From an optimization exercise on the open Yosys and OpenROAD flow, aimed at small area and a short achievable clock period; shortcuts taken in it are not production practice. Only simulation tests tie the RTL to the original design; equivalence was not proved. Power and IR drop assume default switching activity.

==> flow/design.v (excerpt) <==
module mul(
    input         mul_clk,
    input         resetn,
    input         mul_signed,
    input  [31:0] x,
    input  [31:0] y,
    input         de_to_ex_valid,
    input         ex_allowin,
    output [63:0] result
);
Size in the first run: about 3000 cells after synthesis, roughly 140 flip-flops, roughly 130 I/O pins.
export LEC_CHECK = 0
export CAP_MARGIN = 20
export CORE_MARGIN = 2
export CORE_UTILIZATION = 40
export SLEW_MARGIN = 20
create_clock -name core_clock -period 12.0 [get_ports {mul_clk}]
standard.sh (not shown) runs the stock make flow with config.mk's settings and CLKGATE_MAP_FILE= SYNTH_SCRIPT=/design/flow/synth_recipe.tcl, a recipe that flattens the netlist after the stock synthesis.
==> flow/flow/run.sh <==
#!/bin/bash
# The standard ORFS layout, with extra make settings:
#  - SYNTH_ARGS=-noabc: no abc -fast before full-adder extraction, so the
#    carry-save tree maps onto full-adder cells without polarity inverters
#  - ABC_AREA=1: area-oriented technology mapping
#  - SETUP_SLACK_MARGIN: repair timing towards a shorter period than the clock
#  - port buffers of a fixed, stronger type; clock tree from clkbuf_8
set -euo pipefail
MARGIN=${MARGIN:-6.2}
bash standard.sh finish \
  SYNTH_ARGS=-noabc \
  ABC_AREA=1 \
  SETUP_SLACK_MARGIN=$MARGIN \
  CORE_UTILIZATION=55 \
  CTS_BUF_LIST=sky130_fd_sc_hd__clkbuf_8 \
  "BUFFER_PORTS_ARGS=-buffer_cell sky130_fd_sc_hd__buf_4" > make_finish.log 2>&1
Next try:
--- a/flow/flow/run.sh
+++ b/flow/flow/run.sh
@@ -6,3 +6,3 @@
 #  - SETUP_SLACK_MARGIN: repair timing towards a shorter period than the clock
-#  - port buffers of a fixed, stronger type; clock tree from clkbuf_8
+#  - port buffers of a fixed, stronger type
 set -euo pipefail
@@ -14,3 +14,2 @@
   CORE_UTILIZATION=55 \
-  CTS_BUF_LIST=sky130_fd_sc_hd__clkbuf_8 \
   "BUFFER_PORTS_ARGS=-buffer_cell sky130_fd_sc_hd__buf_4" > make_finish.log 2>&1
After rerunning:
- combinational power came out lower by about 1%
- global-route usage goes up by 0.38 points
- via count is higher by 1.3%
Next try:
==> flow/run.sh (new file) <==
#!/bin/bash
# synth_recipe.tcl (not shown) runs the flow's synth.tcl, then flattens the netlist and writes it again
# the make line also repeats each setting of config.mk as NAME=value (left out here)
make -C /OpenROAD-flow-scripts/flow DESIGN_CONFIG=/design/flow/config.mk WORK_HOME=/design/flow/orfs CLKGATE_MAP_FILE= SYNTH_SCRIPT=/design/flow/synth_recipe.tcl finish
- ABC_AREA: not set -> 1
- CORE_UTILIZATION: 40 -> 55
- CTS_BUF_LIST: not set -> sky130_fd_sc_hd__clkbuf_8
- SETUP_SLACK_MARGIN: not set -> 5
removed: flow/flow/run.sh
removed: flow/standard.sh
Result: Via count went up by 1.4%. Power went down by 3.9%. Routed wire length went down by 5.6%. Non-clock buffer count went down by 18. Core utilization went down by 4.0 points. Flip-flop and latch count is unchanged. Combinational power went down by 4.2%.


## job 5230
Another version of the RTL of mul (not shown whole).
For scale: about 3000 cells after synthesis, roughly 28000 um2 of cells after synthesis.
export LEC_CHECK = 0
export CAP_MARGIN = 20
export CORE_MARGIN = 2
export CORE_UTILIZATION = 40
export SLEW_MARGIN = 20
create_clock -name core_clock -period 12.0 [get_ports {mul_clk}]
==> flow/flow/run.sh <==
#!/bin/bash
# The standard ORFS layout, with extra make settings:
#  - SYNTH_ARGS=-noabc: no abc -fast before full-adder extraction, so the
#    carry-save tree maps onto full-adder cells without polarity inverters
#  - ABC_AREA=1: area-oriented technology mapping
#  - SETUP_SLACK_MARGIN: repair timing towards a shorter period than the clock
#  - port buffers of a fixed, stronger type
set -euo pipefail
MARGIN=${MARGIN:-6}
bash standard.sh finish \
  SYNTH_ARGS=-noabc \
  ABC_AREA=1 \
  SETUP_SLACK_MARGIN=$MARGIN \
  "BUFFER_PORTS_ARGS=-buffer_cell sky130_fd_sc_hd__buf_4" > make_finish.log 2>&1
#### Input delta (job 3577 over job 5230)
==> flow/run.sh (new file) <==
#!/bin/bash
# synth_recipe.tcl (not shown) runs the flow's synth.tcl, then flattens the netlist and writes it again
# the make line also repeats each setting of config.mk as NAME=value (left out here)
make -C /OpenROAD-flow-scripts/flow DESIGN_CONFIG=/design/flow/config.mk WORK_HOME=/design/flow/orfs CLKGATE_MAP_FILE= SYNTH_SCRIPT=/design/flow/synth_recipe.tcl finish
removed: flow/flow/run.sh
removed: flow/standard.sh
Results
- Job 3577 | stages: all done | timing, DRC, antenna: all pass
- The area used by multi-input combinational logic number comes out higher for job 3577 vs job 5230.
- Taking job 5230 as the reference, in job 3577 area overhead of the layout relative to synthesis went down 7.7 points, sequential power now smaller, fmax down about 26%.
- When the final numbers for job 5230 and job 3577 were put side by side, the cell-internal power turned out to be greater in job 5230.
- Per the comparison of job 3577 with job 5230, count of clock tree sinks held steady, filler cell count in the final layout grew by about 50%.
Setup changes, job 3577 to job 2509
diff --git a/flow/config.mk b/flow/config.mk
--- a/flow/config.mk
+++ b/flow/config.mk
@@ -7,0 +8 @@
+export ABC_AREA = 1
Findings:
Going from job 3577 to job 2509, the non-clock buffer share of cell area was found to have gone up by 1.0 points. [job 2509] largest vdd supply drop fell 1.9% relative to job 3577. Going from job 3577 to job 2509, the number of non-filler instances in the completed layout was found to have gone down by 1689. On floorplan core area, job 3577 loses to job 2509. In the flow results for job 3577 and job 2509, the height of the chip is smaller on job 2509. Higher sequential share of layout area goes to job 2509 over job 3577. Job 2509 ended with more weighted congestion reported at the end of routability-driven placement than job 3577. Relative to job 3577, global-route usage has gone down in job 2509. Compared with job 3577, job 2509 improves routed wire length. When the final numbers for job 3577 and job 2509 were put side by side, the fraction of power consumed by sequential logic turned out to be smaller in job 3577.

==> port drivers added, routing unchanged <==
The flow's constraints put no driver on any port. The routed layouts listed below were extracted and timed again, unchanged, in two steps.
Step 1 assumes that a clkbuf_16 drives the clock port and a buf_2 every other input.
Step 2 adds t to the input delays and takes it off the output delays; t is the mean of the earliest and latest rising clock arrival at the registers after step 1. Input paths then give back, and output paths get back, about the clock's delay inside the block.
Slacks: ideal ports / drivers / drivers and shift; pairs: ideal ports / drivers.
run | t (ns) | slack for setup (ns) | worst register clock-pin slew, ns
the first run of note 1 | 0.625 | 6.215 / 6.132 / 5.508 | 0.09 / 0.09
the second run of note 1 | 0.550 | 6.212 / 6.062 / 5.512 | 0.06 / 0.06
the third run of note 1 | 0.637 | 4.988 / 5.020 / 4.384 | 0.09 / 0.09
job 5230 | 0.542 | 5.993 / 5.918 / 5.376 | 0.08 / 0.08
job 3577 | 0.568 | 3.892 / 3.825 / 3.723 | 0.08 / 0.08
job 2509 | 0.557 | 4.234 / 4.275 / 3.718 | 0.07 / 0.07
After both steps every run listed still meets setup and hold. For the first run of note 1, which loses most, drivers alone change the setup slack by -0.083 ns; drivers and shift together by -0.707 ns.
